This is an optimization exercise on Yosys and OpenROAD, whose aim is small area, not a production implementation. At most, simulation tests tie the RTL to the original design; equivalence was not proved. Function not checked in runs 1, 6 and 7: the RTL went through the layout flow alone. Power figures rest on the tool's default switching activity, not on a simulated workload.

$ cat design.v
module IncrementalEncoder ( clk, A, B, I, Position, Load, Idle, EnableIndex, CPRm1, CPR_enabled );
	input wire clk;
	input wire A, B, I;
	input wire [15:0] Load;
	input wire Idle;
	input wire EnableIndex;
	input wire [15:0] CPRm1;
	input wire CPR_enabled;
	output reg [15:0] Position;
	reg A_q, AB_q, I_q;
	wire AB = A ^ B;
	wire step = AB ^ AB_q;
	wire ccw;
	enc_xnor2 u_dir (.A(A_q), .B(B), .Y(ccw));
	wire index = I & ~I_q & EnableIndex;
	wire live = Idle & ~index;
	wire [16:0] t, nt;
	wire [15:0] nxt;	 
	wire [15:0] eq;		 
	assign t[0] = step;
	genvar i;
	generate
		for (i = 0; i < 16; i = i + 1) begin : bit_
			wire q;
			if (i % 2 == 0) begin : even
				enc_xor2  u_q (.A(Position[i]), .B(ccw), .Y(q));		 
				enc_nand2 u_c (.A(t[i]), .B(q), .Y(nt[i+1]));
				enc_xor2  u_x (.A(Position[i]), .B(t[i]), .Y(nxt[i]));
			end else begin : odd
				enc_xnor2 u_q (.A(Position[i]), .B(ccw), .Y(q));		 
				enc_nor2  u_c (.A(nt[i]), .B(q), .Y(t[i+1]));
				enc_xnor2 u_x (.A(Position[i]), .B(nt[i]), .Y(nxt[i]));
			end
			enc_xnor2 u_e (.A(Position[i]), .B(CPRm1[i]), .Y(eq[i]));
		end
	endgenerate
	wire [3:0] neq4;
	enc_nand4 u_e0 (.A(eq[0]),  .B(eq[1]),  .C(eq[2]),  .D(eq[3]),  .Y(neq4[0]));
	enc_nand4 u_e1 (.A(eq[4]),  .B(eq[5]),  .C(eq[6]),  .D(eq[7]),  .Y(neq4[1]));
	enc_nand4 u_e2 (.A(eq[8]),  .B(eq[9]),  .C(eq[10]), .D(eq[11]), .Y(neq4[2]));
	enc_nand4 u_e3 (.A(eq[12]), .B(eq[13]), .C(eq[14]), .D(eq[15]), .Y(neq4[3]));
	wire at_top;
	enc_nor4 u_eq (.A(neq4[0]), .B(neq4[1]), .C(neq4[2]), .D(neq4[3]), .Y(at_top));
	wire wrap_dn = ccw & t[16];				 
	wire wrap_up = step & ~ccw & at_top;	 
	wire wrap = live & CPR_enabled & wrap_dn;
	wire keep = live & ~(CPR_enabled & (wrap_dn | wrap_up));	 
	wire [15:0] d;
	generate
		for (i = 0; i < 16; i = i + 1) begin : mux_
			enc_ao221 u_m (.A1(keep), .A2(nxt[i]), .B1(wrap), .B2(CPRm1[i]), .C1(Load[i]), .X(d[i]));
		end
	endgenerate
	always @ (posedge clk) begin
		A_q <= A;
		AB_q <= AB;
		I_q <= I;
		Position <= d;
	end
endmodule
module enc_xor2 (input wire A, input wire B, output wire Y);
	assign Y = A ^ B;
endmodule
module enc_xnor2 (input wire A, input wire B, output wire Y);
	assign Y = ~(A ^ B);
endmodule
module enc_nand2 (input wire A, input wire B, output wire Y);
	assign Y = ~(A & B);
endmodule
module enc_nor2 (input wire A, input wire B, output wire Y);
	assign Y = ~(A | B);
endmodule
module enc_nand4 (input wire A, input wire B, input wire C, input wire D, output wire Y);
	assign Y = ~(A & B & C & D);
endmodule
module enc_nor4 (input wire A, input wire B, input wire C, input wire D, output wire Y);
	assign Y = ~(A | B | C | D);
endmodule
module enc_ao221 (input wire A1, input wire A2, input wire B1, input wire B2, input wire C1, output wire X);
	assign X = (A1 & A2) | (B1 & B2) | C1;
endmodule
module Heracles_encoders (
	input wire clk,
	input wire Reset,
	input wire A1, input wire B1, input wire I1,
	input wire A2, input wire B2, input wire I2,
	input wire A3, input wire B3, input wire I3,
	input wire A4, input wire B4, input wire I4,
	input wire [15:0] DataBus,
	input wire SetCPR,
	input wire SetPosition,
	input wire EnableIndex,
	output wire [15:0] Position1,
	output wire [15:0] Position2,
	output wire [15:0] Position3,
	output wire [15:0] Position4
	);
	reg [15:0] CPRm1;
	reg CPR_enabled;
	always @ (posedge clk) begin
		if (SetCPR)
			CPRm1 <= DataBus - 16'd1;
		CPR_enabled <= !Reset && (CPR_enabled || SetCPR);
	end
	wire [15:0] Load = DataBus & {16{SetPosition & ~Reset}};
	wire Idle = ~Reset & ~SetPosition;
	IncrementalEncoder E1(.clk(clk), .A(A1), .B(B1), .I(I1), .Position(Position1), .Load(Load), .Idle(Idle), .EnableIndex(EnableIndex), .CPRm1(CPRm1), .CPR_enabled(CPR_enabled));
	IncrementalEncoder E2(.clk(clk), .A(A2), .B(B2), .I(I2), .Position(Position2), .Load(Load), .Idle(Idle), .EnableIndex(EnableIndex), .CPRm1(CPRm1), .CPR_enabled(CPR_enabled));
	IncrementalEncoder E3(.clk(clk), .A(A3), .B(B3), .I(I3), .Position(Position3), .Load(Load), .Idle(Idle), .EnableIndex(EnableIndex), .CPRm1(CPRm1), .CPR_enabled(CPR_enabled));
	IncrementalEncoder E4(.clk(clk), .A(A4), .B(B4), .I(I4), .Position(Position4), .Load(Load), .Idle(Idle), .EnableIndex(EnableIndex), .CPRm1(CPRm1), .CPR_enabled(CPR_enabled));
endmodule
$ cat flow/run.sh
#!/bin/bash
# Layout flow: the standard flow (standard.sh) with two changes:
#  - synthesis maps the logic with an area-oriented ABC script (flow/abc_area.script)
#    instead of ORFS's speed script; everything else in synthesis is unchanged, so the
#    registers are those of the standard synthesis;
#  - the ports are buffered with the smallest buffer (buf_1).
# Each tool's output goes to the ORFS logs under orfs/logs and to flow_*.log here.
set -euo pipefail
W=$PWD
# ORFS synth.tcl with the ABC script replaced
sed "s#^source \$::env(SCRIPTS_DIR)/synth_preamble.tcl#source \$::env(SCRIPTS_DIR)/synth_preamble.tcl\nset abc_args [lreplace \$abc_args 1 1 $W/flow/abc_area.script]#" \
  $FLOW_HOME/scripts/synth.tcl > $W/flow_synth.tcl
grep -q "flow/abc_area.script" $W/flow_synth.tcl
# The standard flow's synthesis wrapper, sourcing the script above
sed "s#source \$::env(SCRIPTS_DIR)/synth.tcl#source $W/flow_synth.tcl#" $W/synth_recipe.tcl > $W/flow_synth_recipe.tcl
grep -q "flow_synth.tcl" $W/flow_synth_recipe.tcl
sed "s#SYNTH_SCRIPT=[^ ]*#SYNTH_SCRIPT=$W/flow_synth_recipe.tcl#" $W/standard.sh > $W/flow_standard.sh
grep -q "flow_synth_recipe.tcl" $W/flow_standard.sh
export BUFFER_PORTS_ARGS="-buffer_cell sky130_fd_sc_hd__buf_1"
bash $W/flow_standard.sh > $W/flow_standard.log 2>&1
$ cat flow/abc_area.script
strash
&get -n
&fraig -x
&put
scorr
dc2
strash
&get -n
&dch -f
&nf -R 1000
&put
$ cat standard.sh
#!/bin/bash
# synth_recipe.tcl (not shown) runs the flow's synth.tcl, then flattens the netlist and writes it again
# the make line also repeats each setting of config.mk as NAME=value (left out here)
make -C /OpenROAD-flow-scripts/flow DESIGN_CONFIG=/design/flow/config.mk WORK_HOME=/design/flow/orfs CLKGATE_MAP_FILE= SYNTH_SCRIPT=/design/flow/synth_recipe.tcl "${@:-finish}"
$ cat config.mk
export PLATFORM = sky130hd
export DESIGN_NAME = Heracles_encoders
export DESIGN_NICKNAME = Heracles_encoders
export VERILOG_FILES = /design/flow/design.v
export SDC_FILE = /design/flow/constraint.sdc
export NUM_CORES = 4
export LEC_CHECK = 0
export CAP_MARGIN = 20
export CORE_MARGIN = 2
export CORE_UTILIZATION = 40
export CTS_BUF_LIST = sky130_fd_sc_hd__clkbuf_8
export SLEW_MARGIN = 20
export SYNTH_HIERARCHICAL = 1
$ cat constraint.sdc
create_clock -name core_clock -period 5.0 [get_ports {clk}]
set_input_delay 1.0000 -clock core_clock [delete_from_list [all_inputs] [get_ports {clk}]]
set_output_delay 1.0000 -clock core_clock [all_outputs]
set_load 0.01 [all_outputs]
==> impl_metrics.tcl, run 1 <==
set metrics [dict create \
    ys_ff_latch 93 \
    period_share_pct 91.5 \
    coreArea_sq_um 13100 \
    numPlacedInstances 836 \
    min_path_type "reg2reg" \
    drtIter0Drc 295 \
    skew_ns 0.0151 \
    worstPathRequired_ns 5.27 \
    clk_pin_slew_ns 0.09 \
    syn-num-nets 570 \
    ctsHtreeMaxLevel 3 \
    finalCriticalPeriod_ns 4.57 \
    synth_cell_types 22 \
    place_ws_ns -0.223 \
    synthCells 536 \
    die_x_um 119 \
    gp_congestion 0.899 \
    die_y_um 119 \
    vias 4572 \
    setup_viol 0 \
    start_util_pct 40.5 \
    dp_hpwl_um 12300 \
    startpoint "B2" \
    worstReg2RegStart "E2.A_q" \
    setup_slack_ns 0.426 \
    r2r-end "E2.Position[7]" \
    fp.dieArea_sq_um 14200 \
    slowest_delay_ns 0.35 \
    min_path_cells 2 \
    crit_end "E2.Position[7]" \
    io_buffers 96 \
    grt-ovfl-total 0 \
    cp_num_buf_inv 2 \
    synth_top_area_share_pct 29.0 \
    mostFrequentLayoutCells "xnor2_1 (128), buf_1 (95), xor2_1 (80)" \
    grt_pass1_vias 4532 \
    syn_area_per_cell_sq_um 9.93 \
    vdd_ir_drop_max_mv 0.159 \
    slew_headroom_pct 54.8 \
    final_common_cell "xnor2_1" \
    drtAntennaViolNets 0 \
    yosys-top-cells-area "dfxtp_1 (29%), xnor2_1 (22%), xor2_1 (13%)" \
    antenna_cells 0 \
    fmax_mhz 219 \
    antenna_found_initial 0 \
    rsz0062_at_grt "false" \
    via_per_inst 5.37 \
    total_power_mw 2.01 \
    drive_above_1_share_pct 8.14 \
    routedWlPerCell_um 18.7 \
    cp_cell_sequence "buf_1 -> xor2_1 -> xor2_1 -> nand2_1 -> nor2_1 -> nand2_1 -> nor2_1 -> nand2_1 -> nor2_1 -> nand2_1 -> nor2_1 -> nand2_1 -> nor2_1 -> nand2_1 -> nor2_2 -> nand2_1 -> nor2_1 -> nand2_1 -> nor2_1 -> nand2_1 -> nand2_1 -> a21oi_2 -> buf_4 -> a221o_1" \
    rows 42 \
    yosysTopAreaCell "dfxtp_1" \
    power_density_nw_per_um2 312 \
    drc 0 \
    drv_cap 0 \
    status "complete, no violations" \
    root_buffer "clkbuf_8" \
    yosysSeqAreaShare_pct 38.0 \
    gr-usage-all-layers_pct 22.9 \
    crit_arrival_ns 4.84 \
    synth_area_sq_um 5320 \
    critPathCaptureType "flip-flop" \
    clkLatencyLatePin_ns 0.39 \
    slew_violations 0 \
    crit_family "simple AND/OR/NAND/NOR gates" \
    cts_tree "done" \
    yosys_warnings 8 \
    cts_buffer_depth 2 \
    startpoint_type "input port" \
    r2r_cells 22 \
    fin_nets 705 \
    cp_common_cell "nand2_1" \
    whs_ns 0.621 \
    cpMaxStageDelayCell "a221o_1" \
    pin_count 97 \
    critPathMaxFanout 9 \
    hold_viol_final 0 \
    reg2reg_slack_ns 0.92 \
    fin_tns_setup_ns 0 \
    area_growth_pct 20.7 \
    dr.pass1.iters 7 \
    ctsHoldBuffers 0 \
    power_leakage_nw 2.41 \
    fin_cells 852 \
    crit_type "in2reg" \
    routed_wl_um 15900 \
    grt_start_max_net_pins 18 \
    grt_pass1_wl_um 25000 \
    tightest_slew_ns 0.673 \
    cts_buffers 9 \
    cts.sinks 93 \
    cp_num_cells 24 \
]
[modules after synthesis (local to each module, per instance), a selection]
| module | flops+latches | copies in the design | area (sq um) | cells |
|---|---|---|---|---|
| enc_nand2 | 0 | 32 | 3.75 | 1 |
| enc_nor2 | 0 | 32 | 3.75 | 1 |
| enc_xor2 | 0 | 64 | 8.76 | 1 |
| enc_xnor2 | 0 | 132 | 8.76 | 1 |
| enc_nor4 | 0 | 4 | 6.26 | 1 |
| IncrementalEncoder | 19 | 4 | 435 | 29 |
| enc_ao221 | 0 | 64 | 10.0 | 1 |
[repair_timing]
action	4_1_cts	5_1_grt
buffers inserted	0	0
endpoints found under the setup margin	0	42
resized for setup	0	7
[worst min path at each step]
stage | startpoint | to | slack [ns]
final | CPR_enabled | CPR_enabled | 0.62
after global routing | CPR_enabled | CPR_enabled | 0.66
after CTS | CPR_enabled | CPR_enabled | 0.62
after detailed placement | CPR_enabled | CPR_enabled | 0.60
after global placement | CPR_enabled | CPR_enabled | 0.59
after floorplan | CPR_enabled | CPR_enabled | 0.53
[flip-flops by register name, summed over array words and instances (netlist names), 16 cells and up]
| signal | cells |
|---|---|
| CPRm1 | 16 |
| E3.Position | 16 |
| E4.Position | 16 |
| E1.Position | 16 |
| E2.Position | 16 |
[layout make-up]
class | instances | area (sq um)
Clock buffer | 12 | 165
Sequential cell | 93 | 2020
Multi-Input combinational cell | 440 | 3340
Timing Repair Buffer | 124 | 572
Tap cell | 176 | 220
Fill cell | 1252 | 6720
Inverter | 3 | 11.3
Clock inverter | 4 | 93.8
[cells in the mapped netlist]
cell	count
xnor2_1	132
xor2_1	80
dfxtp_1	77
a221o_1	64
nand2_1	50
nor2_1	42
and2_0	16
edfxtp_1	16
nand4_1	16
o21ai_0	9
nor4_1	7
or3_1	5
a21oi_1	4
nand3_1	4
nand3b_1	4
clkinv_1	3
nand2b_1	2
ha_1	1
nor2b_1	1
nor3b_1	1
o31ai_1	1
or4_1	1
[through the flow]
stage	cell area, sq um	utilization [%]
2_1_floorplan	5350	-
3_3_place_gp	6140	46.7
3_5_place_dp	6140	46.8
4_1_cts	6400	48.7
5_1_grt	6420	48.9
6_report	6420	48.9
[power breakdown]
| part | internal, mW | switching, mW | leakage (nW) | total (mW) |
|---|---|---|---|---|
| Clock | 0.372 | 0.280 | 0.134 | 0.652 |
| Combinational | 0.214 | 0.218 | 1.49 | 0.432 |
| Sequential | 0.820 | 0.102 | 0.795 | 0.921 |
[tightest hold or removal path: cells and delay by family (launching register included)]
| family | cells | cell delay, ns |
|---|---|---|
| flip-flops | 1 | 0.41 |
| AND/OR/NAND/NOR | 2 | 0.18 |
[kinds of logic (layout without fill, tap and decap cells)]
| group | after synthesis | after routing | synth area share [%] |
|---|---|---|---|
| AOI/OAI and AO/OA | 78 | 78 | 13.4 |
| DFF | 93 | 93 | 38.0 |
| adders and majority gates | 1 | 1 | 0.235 |
| buffers and inverters | 3 | 143 | 0.212 |
| and+or+nand+nor | 149 | 149 | 13.2 |
| xor gates and xnor gates | 212 | 212 | 34.9 |
[metal layers]
metal	part of all wire [%]	GRT usage, %
met5	0	0
met4	2.2	6.99
met3	5.7	4.26
met2	48	38.0
met1	45	30.2
==> inputs of run 2 (changes only) <==
--- a/design.v
+++ b/design.v
@@ -14,26 +14,36 @@
 	enc_xnor2 u_dir (.A(A_q), .B(B), .Y(ccw));
 	wire index = I & ~I_q & EnableIndex;
 	wire live = Idle & ~index;
-	wire [16:0] t, nt;
+	wire [15:0] t, nt;
 	wire [15:0] nxt;	 
 	wire [15:0] eq;		 
 	assign t[0] = step;
 	genvar i;
 	generate
 		for (i = 0; i < 16; i = i + 1) begin : bit_
-			wire q;
 			if (i % 2 == 0) begin : even
-				enc_xor2  u_q (.A(Position[i]), .B(ccw), .Y(q));		 
+				wire q;		 
+				enc_xor2  u_q (.A(Position[i]), .B(ccw), .Y(q));
 				enc_nand2 u_c (.A(t[i]), .B(q), .Y(nt[i+1]));
 				enc_xor2  u_x (.A(Position[i]), .B(t[i]), .Y(nxt[i]));
 			end else begin : odd
-				enc_xnor2 u_q (.A(Position[i]), .B(ccw), .Y(q));		 
-				enc_nor2  u_c (.A(nt[i]), .B(q), .Y(t[i+1]));
+				if (i < 15) begin : carry
+					wire nq;	 
+					enc_xnor2 u_q (.A(Position[i]), .B(ccw), .Y(nq));
+					enc_nor2  u_c (.A(nt[i]), .B(nq), .Y(t[i+1]));
+				end
 				enc_xnor2 u_x (.A(Position[i]), .B(nt[i]), .Y(nxt[i]));
 			end
 			enc_xnor2 u_e (.A(Position[i]), .B(CPRm1[i]), .Y(eq[i]));
 		end
 	endgenerate
+	wire [3:0] zero4;
+	enc_nor4 u_z0 (.A(Position[0]),  .B(Position[1]),  .C(Position[2]),  .D(Position[3]),  .Y(zero4[0]));
+	enc_nor4 u_z1 (.A(Position[4]),  .B(Position[5]),  .C(Position[6]),  .D(Position[7]),  .Y(zero4[1]));
+	enc_nor4 u_z2 (.A(Position[8]),  .B(Position[9]),  .C(Position[10]), .D(Position[11]), .Y(zero4[2]));
+	enc_nor4 u_z3 (.A(Position[12]), .B(Position[13]), .C(Position[14]), .D(Position[15]), .Y(zero4[3]));
+	wire at_zero_n;
+	enc_nand4 u_z (.A(zero4[0]), .B(zero4[1]), .C(zero4[2]), .D(zero4[3]), .Y(at_zero_n));
 	wire [3:0] neq4;
 	enc_nand4 u_e0 (.A(eq[0]),  .B(eq[1]),  .C(eq[2]),  .D(eq[3]),  .Y(neq4[0]));
 	enc_nand4 u_e1 (.A(eq[4]),  .B(eq[5]),  .C(eq[6]),  .D(eq[7]),  .Y(neq4[1]));
@@ -41,7 +51,7 @@
 	enc_nand4 u_e3 (.A(eq[12]), .B(eq[13]), .C(eq[14]), .D(eq[15]), .Y(neq4[3]));
 	wire at_top;
 	enc_nor4 u_eq (.A(neq4[0]), .B(neq4[1]), .C(neq4[2]), .D(neq4[3]), .Y(at_top));
-	wire wrap_dn = ccw & t[16];				 
+	wire wrap_dn = step & ccw & ~at_zero_n;	 
 	wire wrap_up = step & ~ccw & at_top;	 
 	wire wrap = live & CPR_enabled & wrap_dn;
 	wire keep = live & ~(CPR_enabled & (wrap_dn | wrap_up));	 
@@ -70,6 +80,9 @@
 module enc_nor2 (input wire A, input wire B, output wire Y);
 	assign Y = ~(A | B);
 endmodule
+module enc_or2n (input wire A, input wire B_N, output wire Y);
+	assign Y = A | ~B_N;
+endmodule
 module enc_nand4 (input wire A, input wire B, input wire C, input wire D, output wire Y);
 	assign Y = ~(A & B & C & D);
 endmodule
@@ -97,9 +110,26 @@
 	);
 	reg [15:0] CPRm1;
 	reg CPR_enabled;
+	wire [15:0] DataBus_m1;
+	wire [15:0] o, no;
+	assign o[1] = DataBus[0];
+	assign DataBus_m1[0] = ~DataBus[0];
+	enc_xnor2 u_d1 (.A(DataBus[1]), .B(o[1]), .Y(DataBus_m1[1]));
+	genvar i;
+	generate
+		for (i = 2; i < 16; i = i + 1) begin : dec_
+			if (i % 2 == 0) begin : even
+				enc_nor2  u_o (.A(o[i-1]), .B(DataBus[i-1]), .Y(no[i]));
+				enc_xor2  u_d (.A(DataBus[i]), .B(no[i]), .Y(DataBus_m1[i]));
+			end else begin : odd
+				enc_or2n  u_o (.A(DataBus[i-1]), .B_N(no[i-1]), .Y(o[i]));
+				enc_xnor2 u_d (.A(DataBus[i]), .B(o[i]), .Y(DataBus_m1[i]));
+			end
+		end
+	endgenerate
 	always @ (posedge clk) begin
 		if (SetCPR)
-			CPRm1 <= DataBus - 16'd1;
+			CPRm1 <= DataBus_m1;
 		CPR_enabled <= !Reset && (CPR_enabled || SetCPR);
 	end
 	wire [15:0] Load = DataBus & {16{SetPosition & ~Reset}};
--- a/flow/run.sh
+++ b/flow/run.sh
@@ -3,7 +3,8 @@
 #  - synthesis maps the logic with an area-oriented ABC script (flow/abc_area.script)
 #    instead of ORFS's speed script; everything else in synthesis is unchanged, so the
 #    registers are those of the standard synthesis;
-#  - the ports are buffered with the smallest buffer (buf_1).
+#  - the ports are buffered with the smallest buffer (buf_1);
+#  - the clock tree uses clkbuf_8 and no dummy loads.
 # Each tool's output goes to the ORFS logs under orfs/logs and to flow_*.log here.
 set -euo pipefail
 W=$PWD
@@ -17,4 +18,6 @@
 sed "s#SYNTH_SCRIPT=[^ ]*#SYNTH_SCRIPT=$W/flow_synth_recipe.tcl#" $W/standard.sh > $W/flow_standard.sh
 grep -q "flow_synth_recipe.tcl" $W/flow_standard.sh
 export BUFFER_PORTS_ARGS="-buffer_cell sky130_fd_sc_hd__buf_1"
+# Clock tree: clkbuf_8 buffers and no dummy loads.
+export CTS_ARGS="-sink_clustering_enable -repair_clock_nets -buf_list sky130_fd_sc_hd__clkbuf_8 -dont_use_dummy_load"
 bash $W/flow_standard.sh > $W/flow_standard.log 2>&1
==> config.mk (replaced) <==
export PLATFORM = sky130hd
export DESIGN_NAME = Heracles_encoders
export DESIGN_NICKNAME = Heracles_encoders
export VERILOG_FILES = /design/flow/design.v
export SDC_FILE = /design/flow/constraint.sdc
export NUM_CORES = 4
export LEC_CHECK = 0
export CAP_MARGIN = 0
export CORE_MARGIN = 2
export CORE_UTILIZATION = 40
export GPL_TIMING_DRIVEN = 0
export SLEW_MARGIN = 0
export SYNTH_HIERARCHICAL = 1
==> impl_metrics.tcl, run 2 <==
set metrics [dict create \
    synth_edf_count 16 \
    placed_area_sq_um 6110 \
    period_share_pct 86.8 \
    power_leakage_nw 2.24 \
    synth_top_family_by_area "XOR/XNOR gates" \
    crit_family "simple AND/OR/NAND/NOR gates" \
    rsz0062_at_grt "false" \
    start_util_pct 40.7 \
    slew_violations 0 \
    grt_start_max_net_pins 18 \
    reg2reg_slack_ns 1.12 \
    min_path_cells 2 \
    yosys-top-cells-area "dfxtp_1 (29%), xnor2_1 (22%), xor2_1 (13%)" \
    worstPathRequired_ns 5.27 \
    antenna_cells 0 \
    setup_viol 0 \
    intPower_mw 1.20 \
    drv_cap 0 \
    grt_pass1_wl_um 24000 \
    tightest_slew_ns 1.35 \
    yosysSeqAreaShare_pct 37.7 \
    r2r-end "E4.Position[15]" \
    fin_nets 683 \
    multi_input_area_sq_um 3390 \
    fin_util_pct 47.3 \
    cts_tree "done" \
    ctsHtreeMaxLevel 3 \
    ctsHoldBuffers 0 \
    slew_headroom_pct 9.52 \
    drc 0 \
    crit_arrival_ns 4.61 \
    yosysTopAreaCell "dfxtp_1" \
    yosys_warnings 8 \
    cts_buffers 9 \
    synth_most_common_cell "xnor2_1" \
    vias 4508 \
    fin_area_sq_um 6240 \
    mostFrequentLayoutCells "xnor2_1 (132), buf_1 (96), xor2_1 (79)" \
    via_per_inst 5.47 \
    post_cts_resized 0 \
    synthCells 535 \
    vdd_ir_drop_max_mv 0.131 \
    n_fill_cell 1277 \
    rows 42 \
    hp-start "CPR_enabled" \
    pin_count 97 \
    die_x_um 120 \
    drtAntennaViolNets 0 \
    cp_common_cell "nand2_1" \
    post-cts-setup-buffer-count 0 \
    synth_common_cells "xnor2_1 (136), xor2_1 (79), dfxtp_1 (77)" \
    hold_viol_final 0 \
    io_buffers 96 \
    cp_cell_sequence "buf_1 -> xnor2_2 -> xor2_1 -> nand2_1 -> nor2_1 -> nand2_1 -> nor2_1 -> nand2_1 -> nor2_1 -> nand2_1 -> nor2_1 -> nand2_1 -> nor2_1 -> nand2_1 -> nor2_1 -> nand2_1 -> nor2_1 -> nand2_1 -> xnor2_1 -> a221o_1" \
    worstReg2RegStart "E4.A_q" \
    p_clk_share_pct 23.2 \
    antenna_found_initial 0 \
    gp_congestion 0.822 \
    die_y_um 120 \
    syn-num-nets 568 \
    ys_ff_latch 93 \
    area_growth_pct 16.4 \
    critPathCaptureType "flip-flop" \
    synth_xor_area_share_pct 35.1 \
    numPlacedInstances 815 \
    drive_above_1_share_pct 4.32 \
    slowest_delay_ns 0.56 \
    fp.dieArea_sq_um 14300 \
    synthAdderAreaFrac_pct 0 \
    synth_top_flop_cell "dfxtp_1" \
    cp_num_cells 20 \
    register_area_sq_um 2020 \
    switching_share_pct 33.0 \
    dr.pass1.iters 5 \
    routed_wl_um 15800 \
    grt_pass1_vias 4162 \
    hold_path_end "CPR_enabled" \
    synth-simple-area-share_pct 14.2 \
    synth_mux_area_share_pct 0 \
    r2r_cells 19 \
    min_path_type "reg2reg" \
    dp_hpwl_um 11800 \
    startpoint_type "input port" \
    skew_ns 0.0159 \
    p_comb_share_pct 24.7 \
    coreArea_sq_um 13200 \
    syn_area_per_cell_sq_um 10.0 \
    gr-usage-all-layers_pct 22.2 \
    clk_pin_slew_ns 0.07 \
    seq_power_share_pct 52.1 \
    synth_compound_area_share_pct 12.9 \
    cts.sinks 93 \
    cp_num_buf_inv 1 \
    crit_type "in2reg" \
    total_power_mw 1.79 \
    cpMaxStageDelayCell "xnor2_2" \
    power_density_nw_per_um2 287 \
    clkLatencyLatePin_ns 0.39 \
    root_buffer "clkbuf_8" \
    routedWlPerCell_um 19.2 \
    critPathMaxFanout 8 \
    p_sw_mw 0.592 \
    drtIter0Drc 373 \
    synth_top_area_share_pct 28.7 \
    fin_cells 824 \
    finalCriticalPeriod_ns 4.34 \
    status "complete, no violations" \
    synth_cell_types 16 \
    synthArstFlopShare_pct 0 \
    setup_slack_ns 0.659 \
    synth_area_sq_um 5360 \
    fmax_mhz 230 \
    grt-ovfl-total 0 \
    cts_buffer_depth 2 \
    place_ws_ns 0.302 \
    final_common_cell "xnor2_1" \
]
==> run 2: logic make-up (layout without fill, tap and decap cells) <==
kind of cell,Yosys count,count (layout)
DFF,93,93
buffers and inverters,1,114
and+or+nand+nor,154,154
AOI/OAI and AO/OA,72,72
xor gates and xnor gates,215,215
==> run 2: metal layers <==
metal / routed length [um] / vias to the layer above / part of all wire [%] / global-route usage, %
met5: 0 / - / 0 / 0
met4: 421 / 0 / 2.7 / 9.49
met3: 942 / 28 / 6.0 / 3.04
met2: 7410 / 156 / 47 / 35.2
met1: 7050 / 2178 / 45 / 30.4
li1: - / 2146 / - / -
==> run 2: how the worst max path moves through the flow <==
stage / end / startpoint
2_1_floorplan: E1.Position[15] / B1
3_3_place_gp: E1.Position[15] / B1
3_5_place_dp: E4.Position[15] / B4
4_1_cts: E4.Position[15] / B4
5_1_grt: E1.Position[15] / B1
6_report: E4.Position[15] / B4
==> run 2: metrics by stage <==
stage | setup TNS, ns | hold WS, ns
2_1_floorplan | 0 | 0.482
6_report | 0 | 0.532
3_5_place_dp | 0 | 0.517
4_1_cts | 0 | 0.530
3_3_place_gp | -22.47 | 0.514
5_1_grt | 0 | 0.567
==> run 2: cell type report <==
| class | count | area share (%) |
|---|---|---|
| clock buffers | 9 | 1.98 |
| inverters | 1 | 0.0601 |
| multi-input cells | 441 | 54.4 |
| flip-flops and latches | 93 | 32.4 |
| well taps | 176 | 3.53 |
| repair buffers | 104 | 7.66 |
==> run 2: per-module statistics from Yosys, one instance, submodules excluded <==
module	cell area (sq um)	copies in the design	cells inside	flip-flops and latches
Heracles_encoders	622	1	38	17
IncrementalEncoder	435	4	28	19
enc_ao221	10.0	64	1	0
enc_nand2	3.75	32	1	0
enc_nand4	6.26	20	1	0
enc_nor2	3.75	35	1	0
enc_nor4	6.26	20	1	0
enc_or2n	6.26	7	1	0
enc_xnor2	8.76	136	1	0
enc_xor2	8.76	71	1	0
==> run 2: tightest hold or removal path, stage by stage, from the launching register on <==
cell and delay [ns]:
dfxtp_1 0.35, nor2_1 0.10, nor2_1 0.04
==> run 2: power by group through the flow <==
stage / Combinational, mW / Clock, mW / Sequential, mW
2_1_floorplan: 0.290 / 0 / 0.940
3_3_place_gp: 0.412 / 0 / 0.948
3_5_place_dp: 0.440 / 0 / 0.952
4_1_cts: 0.442 / 0.424 / 0.934
5_1_grt: 0.484 / 0.452 / 0.946
6_report: 0.443 / 0.416 / 0.934
==> inputs of run 3 (changes only) <==
==> config.mk (replaced) <==
export PLATFORM = sky130hd
export DESIGN_NAME = Heracles_encoders
export DESIGN_NICKNAME = Heracles_encoders
export VERILOG_FILES = /design/flow/design.v
export SDC_FILE = /design/flow/constraint.sdc
export NUM_CORES = 4
export LEC_CHECK = 0
export CAP_MARGIN = 20
export CORE_MARGIN = 2
export CORE_UTILIZATION = 65
export SLEW_MARGIN = 20
export SYNTH_HIERARCHICAL = 1
==> impl_metrics.tcl, run 3 <==
set metrics [dict create \
    switching_share_pct 32.6 \
    gp_congestion 0.908 \
    post_cts_resized 0 \
    syn_area_per_cell_sq_um 10.0 \
    synth_cell_types 16 \
    fmax_mhz 235 \
    clk_pin_slew_ns 0.08 \
    start_util_pct 66.3 \
    yosysSeqAreaShare_pct 37.7 \
    ctsHoldBuffers 0 \
    yosys-top-cells-area "dfxtp_1 (29%), xnor2_1 (22%), xor2_1 (13%)" \
    numPlacedInstances 748 \
    fin_nets 687 \
    multi_input_area_sq_um 3400 \
    n_fill_cell 607 \
    intPower_mw 1.19 \
    status "complete, no violations" \
    setup_viol 0 \
    slew_violations 0 \
    rsz0062_at_grt "false" \
    antenna_cells 0 \
    pin_count 97 \
    yosys_warnings 8 \
    register_area_sq_um 2020 \
    fin_cells 757 \
    die_x_um 94.8 \
    crit_arrival_ns 4.50 \
    ctsHtreeMaxLevel 3 \
    period_share_pct 85.1 \
    die_y_um 94.8 \
    synth_top_flop_cell "dfxtp_1" \
    drc 0 \
    via_per_inst 6.15 \
    seq_power_share_pct 52.8 \
    coreArea_sq_um 8090 \
    cts_buffer_depth 2 \
    critPathMaxFanout 3 \
    yosysTopAreaCell "dfxtp_1" \
    grt_pass1_wl_um 23700 \
    skew_ns 0.0252 \
    area_growth_pct 14.5 \
    synth_top_area_share_pct 28.7 \
    tightest_slew_ns 1.04 \
    synthArstFlopShare_pct 0 \
    clkLatencyLatePin_ns 0.37 \
    ys_ff_latch 93 \
    drv_cap 0 \
    cts.sinks 93 \
    post-cts-setup-buffer-count 0 \
    min_path_type "reg2reg" \
    final_common_cell "xnor2_1" \
    p_sw_mw 0.578 \
    reg2reg_slack_ns 1.22 \
    power_density_nw_per_um2 289 \
    drtIter0Drc 331 \
    critPathCaptureType "flip-flop" \
    grt_pass1_vias 4427 \
    root_buffer "clkbuf_8" \
    fin_tns_setup_ns 0 \
    slew_headroom_pct 30.7 \
    gr-usage-all-layers_pct 35.1 \
    synth_area_sq_um 5360 \
    routedWlPerCell_um 20.3 \
    antenna_found_initial 0 \
    grt-ovfl-total 0 \
    fp.dieArea_sq_um 8990 \
    io_buffers 96 \
    drtAntennaViolNets 0 \
    power_leakage_nw 2.24 \
    synth_edf_count 16 \
    syn-num-nets 568 \
    synthCells 535 \
    dr.pass1.iters 5 \
    p_clk_share_pct 22.6 \
    synth_common_cells "xnor2_1 (136), xor2_1 (79), dfxtp_1 (77)" \
    dp_hpwl_um 11100 \
    worstPathRequired_ns 5.25 \
    crit_type "in2reg" \
    rows 33 \
    cts_tree "done" \
    p_comb_share_pct 24.6 \
    synth_most_common_cell "xnor2_1" \
    finalCriticalPeriod_ns 4.25 \
    mostFrequentLayoutCells "xnor2_1 (132), buf_1 (96), xor2_1 (79)" \
    cts_buffers 9 \
    routed_wl_um 15300 \
    vias 4656 \
    vdd_ir_drop_max_mv 0.161 \
    drive_above_1_share_pct 4.45 \
    grt_start_max_net_pins 17 \
    hold_viol_final 0 \
    startpoint_type "input port" \
]
==> run 3: modules after synthesis, one instance, submodules excluded <==
| module | copies in the design | flip-flops and latches | cell area (sq um) | cells inside |
|---|---|---|---|---|
| enc_nand2 | 32 | 0 | 3.75 | 1 |
| enc_nand4 | 20 | 0 | 6.26 | 1 |
| Heracles_encoders | 1 | 17 | 622 | 38 |
| enc_nor4 | 20 | 0 | 6.26 | 1 |
| enc_or2n | 7 | 0 | 6.26 | 1 |
| enc_xor2 | 71 | 0 | 8.76 | 1 |
| enc_xnor2 | 136 | 0 | 8.76 | 1 |
| IncrementalEncoder | 4 | 19 | 435 | 28 |
| enc_nor2 | 35 | 0 | 3.75 | 1 |
| enc_ao221 | 64 | 0 | 10.0 | 1 |
==> run 3: layout make-up <==
| cell class | count | area share [%] |
|---|---|---|
| inverter | 1 | 0.0611 |
| timing repair buffer | 108 | 7.46 |
| clock buffer | 9 | 2.02 |
| multi-input combinational | 441 | 55.4 |
| tap | 105 | 2.14 |
| sequential | 93 | 32.9 |
==> run 3: path summary, 6_finish.rpt <==
path,startpoint,cells after the start,end
max,B4,20,E4.Position[15]
min,CPR_enabled,2,CPR_enabled
max reg2reg,E4.A_q,19,E4.Position[15]
min reg2reg,CPR_enabled,2,CPR_enabled
==> run 3: stage by stage <==
| stage | hold WS (ns) | power, mW | setup slack (ns) | cell area (sq um) | utilization, % |
|---|---|---|---|---|---|
| 2_1_floorplan | 0.482 | 1.23 | 0.343 | 5360 | - |
| 3_3_place_gp | 0.527 | 1.36 | 0.539 | 5990 | 74.0 |
| 3_5_place_dp | 0.521 | 1.38 | 0.415 | 6020 | 74.4 |
| 4_1_cts | 0.534 | 1.77 | 0.750 | 6140 | 75.9 |
| 5_1_grt | 0.609 | 1.85 | 0.346 | 6140 | 75.9 |
| 6_report | 0.531 | 1.77 | 0.746 | 6140 | 75.9 |
==> run 3: kinds of logic (layout without fill, tap and decap cells) <==
family                 count (synthesis)  in the layout  share of synthesized area (%)
AND/OR/NAND/NOR                      154            154                           14.2
buffers and inverters                  1            118                         0.0699
XOR/XNOR                             215            215                           35.1
flip-flops                            93             93                           37.7
AO/OA/AOI/OAI                         72             72                           12.9
==> run 3: metal layers <==
metal	GRT usage (%)	wire length, um	vias up	part of all wire [%]
li1	-	-	2159	-
met1	47.6	6420	2237	42
met2	55.8	7180	220	47
met3	5.67	1310	40	8.6
met4	14.0	434	0	2.8
met5	0	0	-	0
==> run 3: power groups by stage <==
| stage | sequential (mW) | combinational (mW) | clock, mW |
|---|---|---|---|
| floorplan | 0.940 | 0.290 | 0 |
| global placement | 0.948 | 0.413 | 0 |
| detailed placement | 0.951 | 0.428 | 0 |
| CTS | 0.934 | 0.430 | 0.405 |
| global route | 0.945 | 0.472 | 0.432 |
| finish | 0.936 | 0.437 | 0.400 |
==> run 3: worst max-delay path, cell delays in order <==
cell and delay, ns:
buf_1 0.16, xor2_1 0.24, xor2_1 0.32, nand2_1 0.14, nor2_1 0.19, nand2_1 0.12
nor2_1 0.20, nand2_1 0.12, nor2_1 0.17, nand2_1 0.12, nor2_1 0.23, nand2_1 0.14
nor2_1 0.18, nand2_1 0.15, nor2_1 0.21, nand2_1 0.13, nor2_1 0.17, nand2_1 0.09
xnor2_1 0.13, a221o_1 0.30
==> inputs of run 4 (changes only) <==
--- a/config.mk
+++ b/config.mk
@@ -7,6 +7,6 @@
 export LEC_CHECK = 0
 export CAP_MARGIN = 20
 export CORE_MARGIN = 2
-export CORE_UTILIZATION = 65
+export CORE_UTILIZATION = 40
 export SLEW_MARGIN = 20
 export SYNTH_HIERARCHICAL = 1
==> impl_metrics.tcl, run 4 <==
set metrics [dict create \
    status "complete, no violations" \
    syn-num-nets 568 \
    synth_top_area_share_pct 28.7 \
    grt_pass1_wl_um 25000 \
    switching_share_pct 33.2 \
    cts_buffer_depth 2 \
    cp_common_cell "nand2_1" \
    p_sw_mw 0.595 \
    drv_cap 0 \
    fmax_mhz 236 \
    cp_num_buf_inv 1 \
    slowest_delay_ns 0.32 \
    grt_start_max_net_pins 18 \
    p_comb_share_pct 24.2 \
    rows 42 \
    synth_edf_count 16 \
    p_clk_share_pct 23.5 \
    critPathMaxFanout 3 \
    cts.sinks 93 \
    synthArstFlopShare_pct 0 \
    tightest_slew_ns 0.852 \
    post-cts-setup-buffer-count 0 \
    cp_cell_sequence "buf_1 -> xor2_1 -> xor2_1 -> nand2_1 -> nor2_1 -> nand2_1 -> nor2_1 -> nand2_1 -> nor2_1 -> nand2_1 -> nor2_1 -> nand2_1 -> nor2_1 -> nand2_1 -> nor2_1 -> nand2_1 -> nor2_1 -> nand2_1 -> xnor2_1 -> a221o_1" \
    post_cts_resized 0 \
    numPlacedInstances 821 \
    coreArea_sq_um 13200 \
    power_density_nw_per_um2 287 \
    routed_wl_um 16100 \
    syn_area_per_cell_sq_um 10.0 \
    die_x_um 120 \
    total_power_mw 1.79 \
    slew_violations 0 \
    period_share_pct 84.8 \
    hold_viol_final 0 \
    grt_pass1_vias 4419 \
    ctsHtreeMaxLevel 3 \
    power_leakage_nw 2.25 \
    antenna_cells 0 \
    seq_power_share_pct 52.3 \
    intPower_mw 1.20 \
    root_buffer "clkbuf_8" \
    vias 4592 \
    start_util_pct 40.7 \
    grt-ovfl-total 0 \
    yosysTopAreaCell "dfxtp_1" \
    ctsHoldBuffers 0 \
    routedWlPerCell_um 19.4 \
    rsz0062_at_grt "false" \
    synthCells 535 \
    clk_pin_slew_ns 0.07 \
    crit_family "simple AND/OR/NAND/NOR gates" \
    drc 0 \
    n_fill_cell 1269 \
    startpoint_type "input port" \
    crit_arrival_ns 4.50 \
    final_common_cell "xnor2_1" \
    cts_tree "done" \
    synth_area_sq_um 5360 \
    pin_count 97 \
    vdd_ir_drop_max_mv 0.105 \
    skew_ns 0.0176 \
    gp_congestion 0.865 \
    die_y_um 120 \
    area_growth_pct 16.2 \
    finalCriticalPeriod_ns 4.24 \
    critPathCaptureType "flip-flop" \
    slew_headroom_pct 43.1 \
    yosys-top-cells-area "dfxtp_1 (29%), xnor2_1 (22%), xor2_1 (13%)" \
    drtAntennaViolNets 0 \
    synth_cell_types 16 \
    drtIter0Drc 344 \
    via_per_inst 5.53 \
    fin_util_pct 47.2 \
    clkLatencyLatePin_ns 0.39 \
    cpMaxStageDelayCell "xor2_1" \
    cts_buffers 9 \
    io_buffers 96 \
    fin_tns_setup_ns 0 \
    synth_most_common_cell "xnor2_1" \
    drive_above_1_share_pct 4.74 \
    dr.pass1.iters 5 \
    whs_ns 0.538 \
    min_path_type "reg2reg" \
    worstPathRequired_ns 5.26 \
    ys_ff_latch 93 \
    crit_type "in2reg" \
    yosys_warnings 8 \
    mostFrequentLayoutCells "xnor2_1 (132), buf_1 (96), xor2_1 (79)" \
    synth_top_flop_cell "dfxtp_1" \
    fp.dieArea_sq_um 14300 \
    gr-usage-all-layers_pct 22.9 \
    antenna_found_initial 0 \
    synth_common_cells "xnor2_1 (136), xor2_1 (79), dfxtp_1 (77)" \
    setup_viol 0 \
    yosysSeqAreaShare_pct 37.7 \
    fin_cells 830 \
    dp_hpwl_um 11800 \
    fin_nets 689 \
]
[run 4: cell count changes in the layout (fill, tap and decap cells not counted), sizes merged]
| cell | change |
|---|---|
| buf | +2 |
[run 4: power by group through the flow]
| stage | clock network (mW) | registers, mW | logic [mW] |
|---|---|---|---|
| 6_report | 0.420 | 0.937 | 0.433 |
| 3_3_place_gp | 0 | 0.952 | 0.424 |
| 4_1_cts | 0.424 | 0.937 | 0.433 |
| 3_5_place_dp | 0 | 0.954 | 0.430 |
| 2_1_floorplan | 0 | 0.940 | 0.290 |
| 5_1_grt | 0.449 | 0.948 | 0.473 |
[run 4: layout make-up]
class                   instances  area [sq um]  share of cell area [%]
multi-input cells             441          3390                    54.5
well taps                     176           220                    3.53
inverters                       1          3.75                  0.0603
repair buffers                110           465                    7.47
flip-flops and latches         93          2020                    32.5
clock buffers                   9           124                    1.99
[run 4: worst paths after layout]
path                     from               to  slack, ns  cells after the start
hold reg to reg   CPR_enabled      CPR_enabled       0.54                      2
setup / recovery           B4  E4.Position[15]       0.76                     20
setup reg to reg       E4.A_q  E4.Position[15]       1.32                     19
hold / removal    CPR_enabled      CPR_enabled       0.54                      2
[run 4: through the flow]
| step | cell area (sq um) | worst slack, ns |
|---|---|---|
| 5_1_grt | 6230 | 0.424 |
| 3_5_place_dp | 6110 | 0.364 |
| 3_3_place_gp | 6100 | 0.428 |
| 6_report | 6230 | 0.759 |
| 4_1_cts | 6230 | 0.737 |
| 2_1_floorplan | 5360 | 0.343 |
[run 4: modules after synthesis (local to each module, per instance)]
| module | cells inside | area, sq um | flops+latches | copies in the design |
|---|---|---|---|---|
| enc_ao221 | 1 | 10.0 | 0 | 64 |
| enc_or2n | 1 | 6.26 | 0 | 7 |
| enc_nor4 | 1 | 6.26 | 0 | 20 |
| Heracles_encoders | 38 | 622 | 17 | 1 |
| enc_nand4 | 1 | 6.26 | 0 | 20 |
| enc_xnor2 | 1 | 8.76 | 0 | 136 |
| enc_nor2 | 1 | 3.75 | 0 | 35 |
| IncrementalEncoder | 28 | 435 | 19 | 4 |
| enc_xor2 | 1 | 8.76 | 0 | 71 |
| enc_nand2 | 1 | 3.75 | 0 | 32 |
[run 4: tightest hold or removal path: stages, from the launching register on]
cell	delay, ns
dfxtp_1	0.36
nor2_1	0.10
nor2_1	0.04
[run 4: logic make-up after synthesis]
family / Yosys count / share of synthesized area [%]
xor gates and xnor gates: 215 / 35.1
and+or+nand+nor: 154 / 14.2
buffers and inverters: 1 / 0.0699
DFF: 93 / 37.7
AOI/OAI and AO/OA: 72 / 12.9
[run 4: per-layer routing]
metal	vias up	wire, um	GRT usage (%)
li1	2159	-	-
met1	2244	7300	30.8
met2	165	7550	37.4
met3	24	925	2.76
met4	0	361	9.49
met5	-	0	0
==> inputs of run 5 (changes only) <==
--- a/flow/run.sh
+++ b/flow/run.sh
@@ -19,5 +19,5 @@
 grep -q "flow_synth_recipe.tcl" $W/flow_standard.sh
 export BUFFER_PORTS_ARGS="-buffer_cell sky130_fd_sc_hd__buf_1"
 # Clock tree: clkbuf_8 buffers and no dummy loads.
-export CTS_ARGS="-sink_clustering_enable -repair_clock_nets -buf_list sky130_fd_sc_hd__clkbuf_8 -dont_use_dummy_load"
+export CTS_ARGS="-sink_clustering_enable -sink_clustering_size 16 -repair_clock_nets -buf_list sky130_fd_sc_hd__clkbuf_8 -dont_use_dummy_load"
 bash $W/flow_standard.sh > $W/flow_standard.log 2>&1
==> impl_metrics.tcl, run 5 <==
set metrics [dict create \
    status "complete, no violations" \
    cts_buffers 9 \
    synth_top_area_share_pct 28.7 \
    routedWlPerCell_um 19.4 \
    drv_cap 0 \
    synth_common_cells "xnor2_1 (136), xor2_1 (79), dfxtp_1 (77)" \
    critPathCaptureType "flip-flop" \
    io_buffers 96 \
    tightest_slew_ns 0.852 \
    pin_count 97 \
    synth_cell_types 16 \
    startpoint_type "input port" \
    ctsHtreeMaxLevel 3 \
    cp_num_buf_inv 1 \
    gr-usage-all-layers_pct 22.9 \
    gp_congestion 0.865 \
    placed_area_sq_um 6110 \
    cp_num_cells 20 \
    synthArstFlopShare_pct 0 \
    power_density_nw_per_um2 287 \
    rsz0062_at_grt "false" \
    clk_pin_slew_ns 0.07 \
    die_y_um 120 \
    clkLatencyLatePin_ns 0.39 \
    dp_hpwl_um 11800 \
    slew_headroom_pct 43.1 \
    power_leakage_nw 2.25 \
    antenna_cells 0 \
    crit_arrival_ns 4.50 \
    r2r-end "E4.Position[15]" \
    drive_above_1_share_pct 4.74 \
    slowest_delay_ns 0.32 \
    crit_type "in2reg" \
    vias 4592 \
    grt.met3_usage_pct 2.76 \
    antenna_found_initial 0 \
    syn-num-nets 568 \
    grt_start_max_net_pins 18 \
    grt_use_met2_pct 37.4 \
    area_growth_pct 16.2 \
    grt_pass1_wl_um 25000 \
    finalCriticalPeriod_ns 4.24 \
    critPathMaxFanout 3 \
    synthCells 535 \
    dr.pass1.iters 5 \
    cp_common_cell "nand2_1" \
    grt-ovfl-total 0 \
    synth_edf_count 16 \
    r2r_cells 19 \
    cts.sinks 93 \
    worstReg2RegStart "E4.A_q" \
    grt_pass1_vias 4419 \
    crit_family "simple AND/OR/NAND/NOR gates" \
    synth_top_flop_cell "dfxtp_1" \
    yosys-top-cells-area "dfxtp_1 (29%), xnor2_1 (22%), xor2_1 (13%)" \
    fp.dieArea_sq_um 14300 \
    synth_most_common_cell "xnor2_1" \
    vdd_ir_drop_max_mv 0.105 \
    drtIter0Drc 344 \
    reg2reg_slack_ns 1.32 \
    coreArea_sq_um 13200 \
    cp_cell_sequence "buf_1 -> xor2_1 -> xor2_1 -> nand2_1 -> nor2_1 -> nand2_1 -> nor2_1 -> nand2_1 -> nor2_1 -> nand2_1 -> nor2_1 -> nand2_1 -> nor2_1 -> nand2_1 -> nor2_1 -> nand2_1 -> nor2_1 -> nand2_1 -> xnor2_1 -> a221o_1" \
    die_x_um 120 \
    cts_tree "done" \
    yosys_warnings 8 \
    cpMaxStageDelayCell "xor2_1" \
    post-cts-setup-buffer-count 0 \
    min_path_type "reg2reg" \
    cts_buffer_depth 2 \
    rows 42 \
    ctsHoldBuffers 0 \
    slew_violations 0 \
    post_cts_resized 0 \
    routed_wl_um 16100 \
    period_share_pct 84.8 \
    via_per_inst 5.53 \
    busiest_layer "met2" \
    syn_area_per_cell_sq_um 10.0 \
    fin_area_sq_um 6230 \
    setup_viol 0 \
    hold_viol_final 0 \
    yosysSeqAreaShare_pct 37.7 \
    skew_ns 0.0176 \
    hp-start "CPR_enabled" \
    fin_tns_setup_ns 0 \
    yosysTopAreaCell "dfxtp_1" \
    drtAntennaViolNets 0 \
    drc 0 \
    n_fill_cell 1269 \
    final_common_cell "xnor2_1" \
    ys_ff_latch 93 \
    synth_area_sq_um 5360 \
    start_util_pct 40.7 \
    grt_use_met1_pct 30.8 \
    fin_nets 689 \
    startpoint "B4" \
    fmax_mhz 236 \
    root_buffer "clkbuf_8" \
    worstPathRequired_ns 5.26 \
    mostFrequentLayoutCells "xnor2_1 (132), buf_1 (96), xor2_1 (79)" \
    crit_end "E4.Position[15]" \
]
[run 5: cell counts after synthesis]
Identical to the previous run, type by type.
[run 5: kinds of logic (layout without fill, tap and decap cells)]
group	count (synthesis)	in the layout	share of synthesized area, %
AOI/OAI and AO/OA	72	72	12.9
xor gates and xnor gates	215	215	35.1
and+or+nand+nor	154	154	14.2
DFF	93	93	37.7
buffers and inverters	1	120	0.0699
[run 5: worst reg2reg max path, stage by stage (launching register included)]
cell     delay, ns
dfxtp_1       0.33
xnor2_2       0.16
buf_4         0.32
xnor2_1       0.12
nor2_1        0.18
nand2_1       0.11
nor2_1        0.23
nand2_1       0.13
nor2_1        0.19
nand2_1       0.12
nor2_1        0.18
nand2_1       0.12
nor2_1        0.16
nand2_1       0.11
nor2_1        0.25
nand2_1       0.14
nor2_1        0.18
nand2_1       0.09
xnor2_1       0.13
a221o_1       0.31
[run 5: area by class of cell]
class                      instances  area (sq um)  area share, %
timing repair buffer             110           465           7.47
tap                              176           220           3.53
sequential                        93          2020           32.5
multi-input combinational        441          3390           54.5
inverter                           1          3.75         0.0603
clock buffer                       9           124           1.99
[run 5: Yosys stat by module, one instance, submodules excluded, excerpt]
| module | copies in the design | cells inside |
|---|---|---|
| Heracles_encoders | 1 | 38 |
| IncrementalEncoder | 4 | 28 |
| enc_ao221 | 64 | 1 |
| enc_xnor2 | 136 | 1 |
| enc_nor2 | 35 | 1 |
| enc_nand2 | 32 | 1 |
| enc_xor2 | 71 | 1 |
| enc_or2n | 7 | 1 |
| enc_nand4 | 20 | 1 |
[run 5: per-layer routing]
metal | up-vias | wire length (um)
li1 | 2159 | -
met2 | 165 | 7550
met1 | 2244 | 7300
met5 | - | 0
met3 | 24 | 925
met4 | 0 | 361
[run 5: power by group]
| part | leakage (nW) | internal, mW | switching, mW |
|---|---|---|---|
| Clock | 0.0647 | 0.162 | 0.258 |
| Sequential | 0.795 | 0.821 | 0.116 |
| Combinational | 1.39 | 0.213 | 0.221 |
[run 5: stage by stage]
| stage | setup slack (ns) | cells | hold WS [ns] | util [%] | power (mW) |
|---|---|---|---|---|---|
| 6_report | 0.759 | 830 | 0.538 | 47.2 | 1.79 |
| 3_3_place_gp | 0.428 | 821 | 0.528 | 46.2 | 1.38 |
| 3_5_place_dp | 0.364 | 821 | 0.527 | 46.3 | 1.38 |
| 4_1_cts | 0.737 | 830 | 0.539 | 47.2 | 1.79 |
| 5_1_grt | 0.424 | 830 | 0.556 | 47.2 | 1.87 |
| 2_1_floorplan | 0.343 | 535 | 0.482 | - | 1.23 |
[run 5: worst min path at each step]
| stage | end | slack (ns) | cells past startpoint |
|---|---|---|---|
| after floorplan | CPR_enabled | 0.48 | 2 |
| after global placement | CPR_enabled | 0.53 | 2 |
| after detailed placement | CPR_enabled | 0.53 | 2 |
| after CTS | CPR_enabled | 0.54 | 2 |
| after global routing | CPR_enabled | 0.56 | 2 |
| final | CPR_enabled | 0.54 | 2 |
==> inputs of run 6 (changes only) <==
--- a/design.v
+++ b/design.v
@@ -10,8 +10,9 @@
 	reg A_q, AB_q, I_q;
 	wire AB = A ^ B;
 	wire step = AB ^ AB_q;
-	wire ccw;
-	enc_xnor2 u_dir (.A(A_q), .B(B), .Y(ccw));
+	wire cw, ccw;
+	enc_xor2 u_dir (.A(A_q), .B(B), .Y(cw));
+	enc_inv u_ccw (.A(cw), .Y(ccw));
 	wire index = I & ~I_q & EnableIndex;
 	wire live = Idle & ~index;
 	wire [15:0] t, nt;
@@ -52,9 +53,12 @@
 	wire at_top;
 	enc_nor4 u_eq (.A(neq4[0]), .B(neq4[1]), .C(neq4[2]), .D(neq4[3]), .Y(at_top));
 	wire wrap_dn = step & ccw & ~at_zero_n;	 
-	wire wrap_up = step & ~ccw & at_top;	 
-	wire wrap = live & CPR_enabled & wrap_dn;
-	wire keep = live & ~(CPR_enabled & (wrap_dn | wrap_up));	 
+	wire wrap_up = step & cw & at_top;		 
+	wire wrap_n = ~(live & CPR_enabled & wrap_dn);
+	wire keep_n = ~(live & ~(CPR_enabled & (wrap_dn | wrap_up)));
+	wire wrap, keep;
+	enc_inv u_wrap (.A(wrap_n), .Y(wrap));		 
+	enc_inv u_keep (.A(keep_n), .Y(keep));		 
 	wire [15:0] d;
 	generate
 		for (i = 0; i < 16; i = i + 1) begin : mux_
@@ -73,6 +77,9 @@
 endmodule
 module enc_xnor2 (input wire A, input wire B, output wire Y);
 	assign Y = ~(A ^ B);
+endmodule
+module enc_inv (input wire A, output wire Y);
+	assign Y = ~A;
 endmodule
 module enc_nand2 (input wire A, input wire B, output wire Y);
 	assign Y = ~(A & B);
--- a/flow/run.sh
+++ b/flow/run.sh
@@ -19,5 +19,5 @@
 grep -q "flow_synth_recipe.tcl" $W/flow_standard.sh
 export BUFFER_PORTS_ARGS="-buffer_cell sky130_fd_sc_hd__buf_1"
 # Clock tree: clkbuf_8 buffers and no dummy loads.
-export CTS_ARGS="-sink_clustering_enable -sink_clustering_size 16 -repair_clock_nets -buf_list sky130_fd_sc_hd__clkbuf_8 -dont_use_dummy_load"
+export CTS_ARGS="-sink_clustering_enable -repair_clock_nets -buf_list sky130_fd_sc_hd__clkbuf_8 -dont_use_dummy_load"
 bash $W/flow_standard.sh > $W/flow_standard.log 2>&1
==> impl_metrics.tcl, run 6 <==
set metrics [dict create \
    setup_slack_ns 0.739 \
    drv_cap 0 \
    slew_headroom_pct 52.9 \
    fin_nets 699 \
    yosys-top-cells-area "dfxtp_1 (28%), xnor2_1 (21%), xor2_1 (13%)" \
    crit_arrival_ns 4.53 \
    synth_top_area_share_pct 28.5 \
    worstReg2RegStart "E2.A_q" \
    power_density_nw_per_um2 289 \
    skew_ns 0.0163 \
    setup_viol 0 \
    antenna_cells 0 \
    yosysTopAreaCell "dfxtp_1" \
    r2r_cells 20 \
    min_path_cells 2 \
    tightest_slew_ns 0.700 \
    rows 42 \
    via_per_inst 5.35 \
    drtAntennaViolNets 0 \
    routed_wl_um 15900 \
    drive_above_1_share_pct 2.56 \
    antenna_found_initial 0 \
    io_buffers 96 \
    synth_common_cells "xnor2_1 (132), xor2_1 (83), dfxtp_1 (77)" \
    vdd_ir_drop_max_mv 0.169 \
    period_share_pct 85.2 \
    synthCells 551 \
    final_common_cell "xnor2_1" \
    yosys_warnings 8 \
    area_growth_pct 14.1 \
    die_x_um 120 \
    reg2reg_slack_ns 1.17 \
    clk_pin_slew_ns 0.09 \
    post_cts_resized 0 \
    synth_cell_types 15 \
    fin_util_pct 46.6 \
    fmax_mhz 235 \
    coreArea_sq_um 13200 \
    min_path_type "reg2reg" \
    syn-num-nets 584 \
    cts_buffers 9 \
    synth_edf_count 16 \
    hold_path_end "CPR_enabled" \
    syn_area_per_cell_sq_um 9.82 \
    gr-usage-all-layers_pct 22.5 \
    place_ws_ns 0.364 \
    synthArstFlopShare_pct 0 \
    rsz0062_at_grt "false" \
    synth_top_flop_cell "dfxtp_1" \
    finalCriticalPeriod_ns 4.26 \
    dr.pass1.iters 4 \
    whs_ns 0.607 \
    critPathMaxFanout 15 \
    cp_cell_sequence "buf_1 -> xor2_1 -> clkinv_1 -> buf_4 -> xnor2_1 -> nor2_1 -> nand2_1 -> nor2_1 -> nand2_1 -> nor2_1 -> nand2_1 -> nor2_1 -> nand2_1 -> nor2_1 -> nand2_1 -> nor2_1 -> nand2_1 -> nor2_1 -> nand2_1 -> xnor2_1 -> a221o_1" \
    drtIter0Drc 303 \
    cts_tree "done" \
    cts_buffer_depth 2 \
    gp_congestion 0.836 \
    clkLatencyLatePin_ns 0.39 \
    fp.dieArea_sq_um 14500 \
    mostFrequentLayoutCells "xnor2_1 (132), buf_1 (96), xor2_1 (83)" \
    grt-ovfl-total 0 \
    ctsHtreeMaxLevel 3 \
    dp_hpwl_um 11700 \
    synth_most_common_cell "xnor2_1" \
    grt_pass1_wl_um 24600 \
    die_y_um 120 \
    post-cts-setup-buffer-count 0 \
    start_util_pct 40.9 \
    cpMaxStageDelayCell "a221o_1" \
    status "complete, no violations" \
    fin_tns_setup_ns 0 \
    cts.sinks 93 \
    drc 0 \
    crit_type "in2reg" \
    slew_violations 0 \
    yosysSeqAreaShare_pct 37.4 \
    vias 4491 \
    synth_area_sq_um 5410 \
    root_buffer "clkbuf_8" \
    power_leakage_nw 2.22 \
    startpoint_type "input port" \
    hold_viol_final 0 \
    pin_count 97 \
    ctsHoldBuffers 0 \
    ys_ff_latch 93 \
    routedWlPerCell_um 19.0 \
    r2r-end "E2.Position[15]" \
    slowest_delay_ns 0.31 \
    worstPathRequired_ns 5.27 \
    hp-start "CPR_enabled" \
    grt_start_max_net_pins 18 \
    grt_pass1_vias 4472 \
    critPathCaptureType "flip-flop" \
]
[run 6: final cells by class]
cell class | count | area [sq um]
clock buffers | 9 | 124
fillers | 1353 | 7070
inverters | 13 | 48.8
multi-input cells | 445 | 3340
flip-flops and latches | 93 | 2020
well taps | 176 | 220
repair buffers | 104 | 420
[run 6: per-stage QoR]
stage                     area (sq um)  power [mW]  instances
after detailed placement          6050        1.38        831
final                             6180        1.78        840
after CTS                         6180        1.79        840
after global placement            6050        1.37        831
after global routing              6180        1.87        840
after floorplan                   5410        1.23        551
[run 6: cells by family after synthesis]
family	Yosys count	share of synthesized area, %
compound gates	72	12.6
xor+xnor	215	34.8
buf+inv	13	0.902
flops	93	37.4
simple gates	158	14.4
[run 6: Yosys stat by module, one instance, submodules excluded]
module,copies in the design,cells inside
enc_inv,12,1
enc_nand2,32,1
enc_xor2,75,1
enc_ao221,64,1
Heracles_encoders,1,38
enc_xnor2,132,1
enc_nor4,20,1
enc_nand4,20,1
enc_nor2,35,1
IncrementalEncoder,4,29
enc_or2n,7,1
[run 6: layer usage]
metal	global-route usage, %	vias to the layer above	share of wire (%)
met2	36.1	120	46
met5	0	-	0
met4	8.50	0	2.5
li1	-	2193	-
met3	3.82	20	5.5
met1	30.3	2158	45
[run 6: worst max path at each step]
stage	startpoint	to	slack [ns]	cells past startpoint
floorplan	B1	E1.Position[15]	0.80	20
global placement	B2	E2.Position[15]	0.44	21
detailed placement	B2	E2.Position[15]	0.36	21
CTS	B2	E2.Position[15]	0.75	21
global route	B2	E2.Position[15]	0.29	21
finish	B2	E2.Position[15]	0.74	21
[run 6: critical path: cells and delay by family]
family / cells / cell delay, ns
and+or+nand+nor: 14 / 2.17
xor gates and xnor gates: 3 / 0.53
buffers and inverters: 3 / 0.51
AOI/OAI and AO/OA: 1 / 0.31
[run 6: power by group]
group | total (mW) | internal (mW) | switching (mW)
registers | 0.934 | 0.821 | 0.114
clock network | 0.418 | 0.162 | 0.256
logic | 0.431 | 0.210 | 0.221
==> inputs of run 7 (changes only) <==
--- a/config.mk
+++ b/config.mk
@@ -8,5 +8,6 @@
 export CAP_MARGIN = 20
 export CORE_MARGIN = 2
 export CORE_UTILIZATION = 40
+export GPL_TIMING_DRIVEN = 0
 export SLEW_MARGIN = 20
 export SYNTH_HIERARCHICAL = 1
==> impl_metrics.tcl, run 7 <==
set metrics [dict create \
    critPathCaptureType "flip-flop" \
    vdd_ir_drop_max_mv 0.129 \
    cp_cell_sequence "buf_1 -> xor2_2 -> clkinvlp_4 -> xor2_1 -> nand2_1 -> nor2_1 -> nand2_1 -> nor2_1 -> nand2_1 -> nor2_1 -> nand2_1 -> nor2_1 -> nand2_1 -> nor2_1 -> nand2_1 -> nor2_1 -> nand2_1 -> nor2_1 -> nand2_1 -> xnor2_1 -> a221o_1" \
    slew_violations 0 \
    power_leakage_nw 2.22 \
    fin_area_sq_um 6210 \
    setup_viol 0 \
    ys_ff_latch 93 \
    gr-usage-all-layers_pct 22.2 \
    syn-num-nets 584 \
    power_density_nw_per_um2 287 \
    rows 42 \
    final_common_cell "xnor2_1" \
    worstPathRequired_ns 5.27 \
    start_util_pct 40.9 \
    drtAntennaViolNets 0 \
    cts_buffers 9 \
    die_y_um 120 \
    grt-ovfl-total 0 \
    slowest_delay_ns 0.49 \
    grt_pass1_wl_um 24100 \
    yosysTopAreaCell "dfxtp_1" \
    yosysSeqAreaShare_pct 37.4 \
    fin_nets 699 \
    drv_cap 0 \
    dp_hpwl_um 11400 \
    clk_pin_slew_ns 0.08 \
    slew_headroom_pct 46.3 \
    routedWlPerCell_um 19.0 \
    hold_viol_final 0 \
    synth_cell_types 15 \
    grt_start_max_net_pins 17 \
    synth_common_cells "xnor2_1 (132), xor2_1 (83), dfxtp_1 (77)" \
    yosys-top-cells-area "dfxtp_1 (28%), xnor2_1 (21%), xor2_1 (13%)" \
    synth_area_sq_um 5410 \
    root_buffer "clkbuf_8" \
    gp_congestion 0.833 \
    vias 4503 \
    synthCells 551 \
    min_path_type "reg2reg" \
    routed_wl_um 16000 \
    cp_common_cell "nand2_1" \
    mostFrequentLayoutCells "xnor2_1 (132), buf_1 (96), xor2_1 (82)" \
    status "complete, no violations" \
    drtIter0Drc 243 \
    startpoint_type "input port" \
    critPathMaxFanout 16 \
    cts_tree "done" \
    drc 0 \
    coreArea_sq_um 13200 \
    die_x_um 120 \
    ctsHoldBuffers 0 \
    ctsHtreeMaxLevel 3 \
    cpMaxStageDelayCell "clkinvlp_4" \
    n_fill_cell 1317 \
    period_share_pct 93.7 \
    crit_arrival_ns 4.95 \
    crit_type "in2reg" \
    fmax_mhz 213 \
    antenna_cells 0 \
    synthArstFlopShare_pct 0 \
    whs_ns 0.603 \
    yosys_warnings 8 \
    io_buffers 96 \
    total_power_mw 1.78 \
    clkLatencyLatePin_ns 0.38 \
    cts.sinks 93 \
    synth_top_area_share_pct 28.5 \
    fp.dieArea_sq_um 14500 \
    area_growth_pct 14.7 \
    drive_above_1_share_pct 3.46 \
    min_path_cells 2 \
    syn_area_per_cell_sq_um 9.82 \
    tightest_slew_ns 0.802 \
    r2r_cells 20 \
    via_per_inst 5.36 \
    antenna_found_initial 0 \
    synth_top_flop_cell "dfxtp_1" \
    placed_area_sq_um 6010 \
    finalCriticalPeriod_ns 4.69 \
    skew_ns 0.0133 \
    synth_edf_count 16 \
    synth_most_common_cell "xnor2_1" \
    grt_pass1_vias 4295 \
    dr.pass1.iters 5 \
    fin_tns_setup_ns 0 \
    pin_count 97 \
    cts_buffer_depth 2 \
]
## run 7: routing by layer
metal	up-vias	global-route usage (%)	share of wire [%]
li1	2184	-	-
met1	2146	30.0	46
met2	146	35.1	46
met3	27	3.96	5.8
met4	0	8.94	2.6
met5	-	0	0
## run 7: path summary, 6_finish.rpt
check	slack (ns)	from	to
worst max register to register	0.77	E2.A_q	E2.Position[15]
worst min-delay path	0.60	CPR_enabled	CPR_enabled
worst max-delay path	0.31	B2	E2.Position[15]
worst min register to register	0.60	CPR_enabled	CPR_enabled
## run 7: area by class of cell
cell class	instances	area, sq um	share of cell area (%)
clock buffers	9	124	2.00
repair buffers	104	424	6.83
multi-input cells	445	3350	54.0
inverters	13	63.8	1.03
well taps	176	220	3.55
flip-flops and latches	93	2020	32.6
## run 7: cell families after synthesis
logic type,after synthesis,share of synthesized area (%)
and+or+nand+nor,158,14.4
AOI/OAI and AO/OA,72,12.6
xor gates and xnor gates,215,34.8
buffers and inverters,13,0.902
DFF,93,37.4
## run 7: critical path: cells and delay by family
family | cells | cell delay (ns)
xor gates and xnor gates | 3 | 0.68
and+or+nand+nor | 15 | 2.30
buffers and inverters | 2 | 0.65
AOI/OAI and AO/OA | 1 | 0.31
## run 7: stage by stage
stage	util (%)	instances	setup slack, ns
3_5_place_dp	45.4	824	-0.304
5_1_grt	46.9	840	-0.00553
3_3_place_gp	45.3	823	-0.229
6_report	46.9	840	0.313
4_1_cts	46.3	833	0.0861
2_1_floorplan	-	551	0.797
## run 7: modules after synthesis (local to each module, per instance), a selection
module | area (sq um) | copies in the design
enc_nor4 | 6.26 | 20
enc_xnor2 | 8.76 | 132
enc_or2n | 6.26 | 7
enc_nand2 | 3.75 | 32
enc_nand4 | 6.26 | 20
enc_xor2 | 8.76 | 75
## run 7: repair_timing
action,in CTS,in global routing
setup buffers,0,7
resized for setup,0,5
setup endpoints to repair,0,11
## run 7: power by group
| group | internal, mW | switching (mW) | total [mW] |
|---|---|---|---|
| clock network | 0.162 | 0.251 | 0.413 |
| registers | 0.821 | 0.114 | 0.935 |
| logic | 0.211 | 0.222 | 0.433 |
| total | 1.19 | 0.587 | 1.78 |

## re-timing with driven ports
Ports are ideal in the flow. The routed layouts listed here were re-timed in OpenROAD. Step 1, drivers: a clkbuf_16 drives clk and a buf_2 each remaining input, both assumed. Step 2 times the ports against the registers' clock, not the clock port: input delays grow and output delays shrink by t, the midpoint of the rising clock arrivals with the driver on. Three values: ideal, step 1, step 2; two values: the first two.
| run | t, ns | slack for setup (ns) | worst hold slack (ns) |
|---|---|---|---|
| run 1 | 0.412 | 0.426 / 0.436 / 0.024 | 0.621 / 0.621 / 0.621 |
| run 2 | 0.417 | 0.659 / 0.678 / 0.261 | 0.532 / 0.532 / 0.532 |
| run 3 | 0.389 | 0.746 / 0.754 / 0.366 | 0.531 / 0.531 / 0.531 |
| run 4 | 0.414 | 0.759 / 0.775 / 0.361 | 0.538 / 0.538 / 0.538 |
| run 5 | 0.414 | 0.759 / 0.775 / 0.361 | 0.538 / 0.538 / 0.538 |
| run 6 | 0.416 | 0.739 / 0.752 / 0.336 | 0.607 / 0.607 / 0.607 |
| run 7 | 0.408 | 0.313 / 0.324 / -0.084 | 0.603 / 0.603 / 0.603 |
Met with ideal ports but missed after step 2: setup timing in run 7. For run 6, which loses most, drivers alone change the setup slack by +0.013 ns; drivers and shift together by -0.403 ns.
